This is an optimization exercise on Yosys and OpenROAD, whose aim is small area, not a production implementation.
Function was checked by simulation only, so behaviour that the tests miss may differ from the original.

Setup of JK:
==> module RNG, before the edit <==
module RNG(
    input clk,
    input seedReset,
    input reset,
    input randSig,
    input tmode,
    input [18:0] timerNext,
    output reg [31:0] seed,
    output [18:0] timer,
    output [2:0] color       
    );
function [1:0] add3;
	input [1:0] a;
	input [1:0] b;
	reg [2:0] t;
	begin
		t = a + b;
		add3 = (t >= 3'd6) ? t - 3'd6 : (t >= 3'd3) ? t - 3'd3 : t[1:0];
	end
endfunction
reg [1:0] sig;
always @ (posedge clk)
	if (seedReset) begin
		seed <= 32'd1;
		sig <= 2'd1;
	end
	else begin
		seed <= seed + 32'd1;
		sig <= (sig == 2'd2) ? 2'd0 : sig + 2'd1;
	end
reg [31:0] r;
reg [1:0] rho;               
reg pend;
reg isSeeded;
function [32:0] add32;
	input [31:0] a;
	input [31:0] b;
	input ci;
	reg c;
	integer j;
	begin
		c = ci;
		for (j = 0; j < 32; j = j + 1) begin
			add32[j] = a[j] ^ b[j] ^ c;
			c = (a[j] & b[j]) | (c & (a[j] ^ b[j]));
		end
		add32[32] = c;
	end
endfunction
function [28:0] add28;
	input [27:0] a;
	input [27:0] b;
	input ci;
	reg c;
	integer j;
	begin
		c = ci;
		for (j = 0; j < 28; j = j + 1) begin
			add28[j] = a[j] ^ b[j] ^ c;
			c = (a[j] & b[j]) | (c & (a[j] ^ b[j]));
		end
		add28[28] = c;
	end
endfunction
function [32:0] times7;
	input [31:0] x;
	input p;
	reg c;
	reg a;
	reg b;
	integer j;
	begin
		c = 1'b1;
		for (j = 0; j < 32; j = j + 1) begin
			a = (j >= 3) ? x[j-3] : p;
			b = ~x[j];
			times7[j] = a ^ b ^ c;
			c = (a & b) | (c & (a ^ b));
		end
		times7[32] = c;
	end
endfunction
wire [28:0] m3r  = add28({r[26:0], pend}, r[27:0], pend);
wire [32:0] m49  = add32({m3r[27:0], {4{pend}}}, r, pend);
wire [32:0] m343 = times7(m49[31:0], pend);
wire bOnes = &m343[30:1];
wire k = bOnes & (m343[0] | m343[31]);
wire [31:0] nxt = k ? 32'd0 : {1'b0, m343[30:0]};
wire nxtPend = k ? (m343[31] & m343[0]) : m343[31];
wire [1:0] neg49 = add3({1'b0, r[27]}, {1'b0, m3r[28]} + {1'b0, m49[32]});
wire [1:0] rho49 = add3(rho, (neg49 == 2'd0) ? 2'd0 : 2'd3 - neg49);
wire [1:0] hh = add3({1'b0, m49[31]}, m49[30:29]);        
wire [1:0] neg343 = add3(add3(hh, {1'b0, m343[32]}), {1'b0, m343[31]} + {1'b0, k});
wire [1:0] rhoNxt = add3(add3(rho49, 2'd1), (neg343 == 2'd0) ? 2'd0 : 2'd3 - neg343);
always @ (posedge clk)
	if (randSig) begin
		r <= tmode ? {m49[31:19], timerNext} : m49[31:0];
		rho <= rho49;
	end
	else if (!isSeeded) begin
		r <= tmode ? {seed[31:19], timerNext} : seed;
		rho <= sig;
		pend <= 1'b0;
	end
	else begin
		r <= tmode ? {nxt[31:19], timerNext} : nxt;
		rho <= rhoNxt;
		pend <= nxtPend;
	end
assign timer = r[18:0];
always @ (posedge clk)
	if (reset)
		isSeeded <= 1'b0;
	else if (!randSig)
		isSeeded <= 1'b1;
wire par = r[0] ^ pend;
assign color = par ? ((rho == 2'd1) ? 3'd2 : (rho == 2'd0) ? 3'd4 : 3'd6)
                    : ((rho == 2'd0) ? 3'd1 : (rho == 2'd2) ? 3'd3 : 3'd5);
endmodule
clock: 50.0 ns
lec_check: 0
cap_margin: 20
core_margin: 2
core_utilization: 70
cts_buf_list: sky130_fd_sc_hd__clkbuf_16
cts_cluster_diameter: 130
cts_cluster_size: 28
slew_margin: 20
standard.sh (not shown) runs the stock make flow with config.mk's settings and CLKGATE_MAP_FILE= SYNTH_SCRIPT=/design/flow/synth_recipe.tcl, a recipe that flattens the netlist after the stock synthesis.
==> flow/flow/run.sh <==
#!/bin/bash
# The standard layout, with two changes to how it is made:
#  - the port buffers are the smallest buffer cell;
#  - after floorplanning, every logic cell that synthesis gave a stronger drive
#    than it needs is put back to the smallest cell of its kind (the design has
#    lots of slack); placement's own repair then resizes whatever still needs it.
set -euo pipefail
export BUFFER_PORTS_ARGS="-buffer_cell sky130_fd_sc_hd__buf_1"
bash standard.sh floorplan > standard_floorplan.log 2>&1
openroad -no_init -exit flow/downsize.tcl > downsize.log 2>&1
bash standard.sh > standard.log 2>&1
==> flow/flow/downsize.tcl <==
# Swap each logic cell for the smallest cell of the same kind (same function and
# pins, drive strength _0/_1/_2), in the floorplan database, before placement.
set odb_file orfs/results/sky130hd/MatchingGame/base/2_floorplan.odb
read_db $odb_file
set db [ord::get_db]
set block [ord::get_db_block]
set n 0
set saved 0
foreach inst [$block getInsts] {
  set m [$inst getMaster]
  set name [$m getName]
  if {![regexp {^(sky130_fd_sc_hd__[a-z0-9]+)_([0-9]+)$} $name -> base drive]} { continue }
  if {[regexp {clk|dly|tap|fill|decap|conb|df|dl|sdf|probe|lpflow|diode} $base]} { continue }
  set bestM $m
  set bestA [expr {[$m getWidth] * [$m getHeight]}]
  set a0 $bestA
  foreach d {0 1 2} {
    set c [$db findMaster ${base}_$d]
    if {$c eq "NULL" || $c eq ""} { continue }
    set a [expr {[$c getWidth] * [$c getHeight]}]
    if {$a < $bestA} {
      set bestM $c
      set bestA $a
    }
  }
  if {$bestM ne $m} {
    $inst swapMaster $bestM
    incr n
    set saved [expr {$saved + $a0 - $bestA}]
  }
}
puts "downsized $n instances, [expr {$saved / 1e6}] um2"
write_db $odb_file
Inputs modified between JK and MS:
--- a/flow/design.v
+++ b/flow/design.v
@@ -21,4 +21,14 @@
 endfunction
 reg [1:0] sig;
+reg [31:0] seedInc;
+reg sc;
+integer i1;
+always @ (*) begin
+	sc = 1'b1;
+	for (i1 = 0; i1 < 32; i1 = i1 + 1) begin
+		seedInc[i1] = seed[i1] ^ sc;
+		sc = seed[i1] & sc;
+	end
+end
 always @ (posedge clk)
 	if (seedReset) begin
@@ -27,5 +37,5 @@
 	end
 	else begin
-		seed <= seed + 32'd1;
+		seed <= seedInc;
 		sig <= (sig == 2'd2) ? 2'd0 : sig + 2'd1;
 	end
[summary]
Compared with JK, MS shows global-route usage lower by 0.78 points.
MS gives more depth of the worst register-to-register path than JK did.
[compare] base=JK new=MS: xor and xnor fraction of the mapped netlist area -1.5 points, setup slack after placement +1.52 ns.
Number of nets in the final layout: JK and MS compared, lower one is MS

re-timing with driven ports:
In the flow no input, the clock included, has a driving cell. The finished layouts below were timed again as built, in two steps.
Step 1 assumes that a clkbuf_16 drives the clock port and a buf_2 every other input.
Step 2 also shifts input and output timing later by t, the mid clock arrival at the registers, as if the neighbouring blocks saw the same clock.
Three values: no drivers, after step 1, after step 2; two values: the first two.
run | t, ns | setup slack, ns | latest minus earliest clock arrival (ns) | worst register clock-pin slew, ns | worst data-port slew with drivers (ns)
JK | 0.516 | 30.376 / 30.376 / 30.376 | 0.013 / 0.013 | 0.11 / 0.11 | 0.05
MS | 0.509 | 31.829 / 31.829 / 31.829 | 0.014 / 0.014 | 0.11 / 0.11 | 0.03
After both steps every run listed still meets setup and hold.
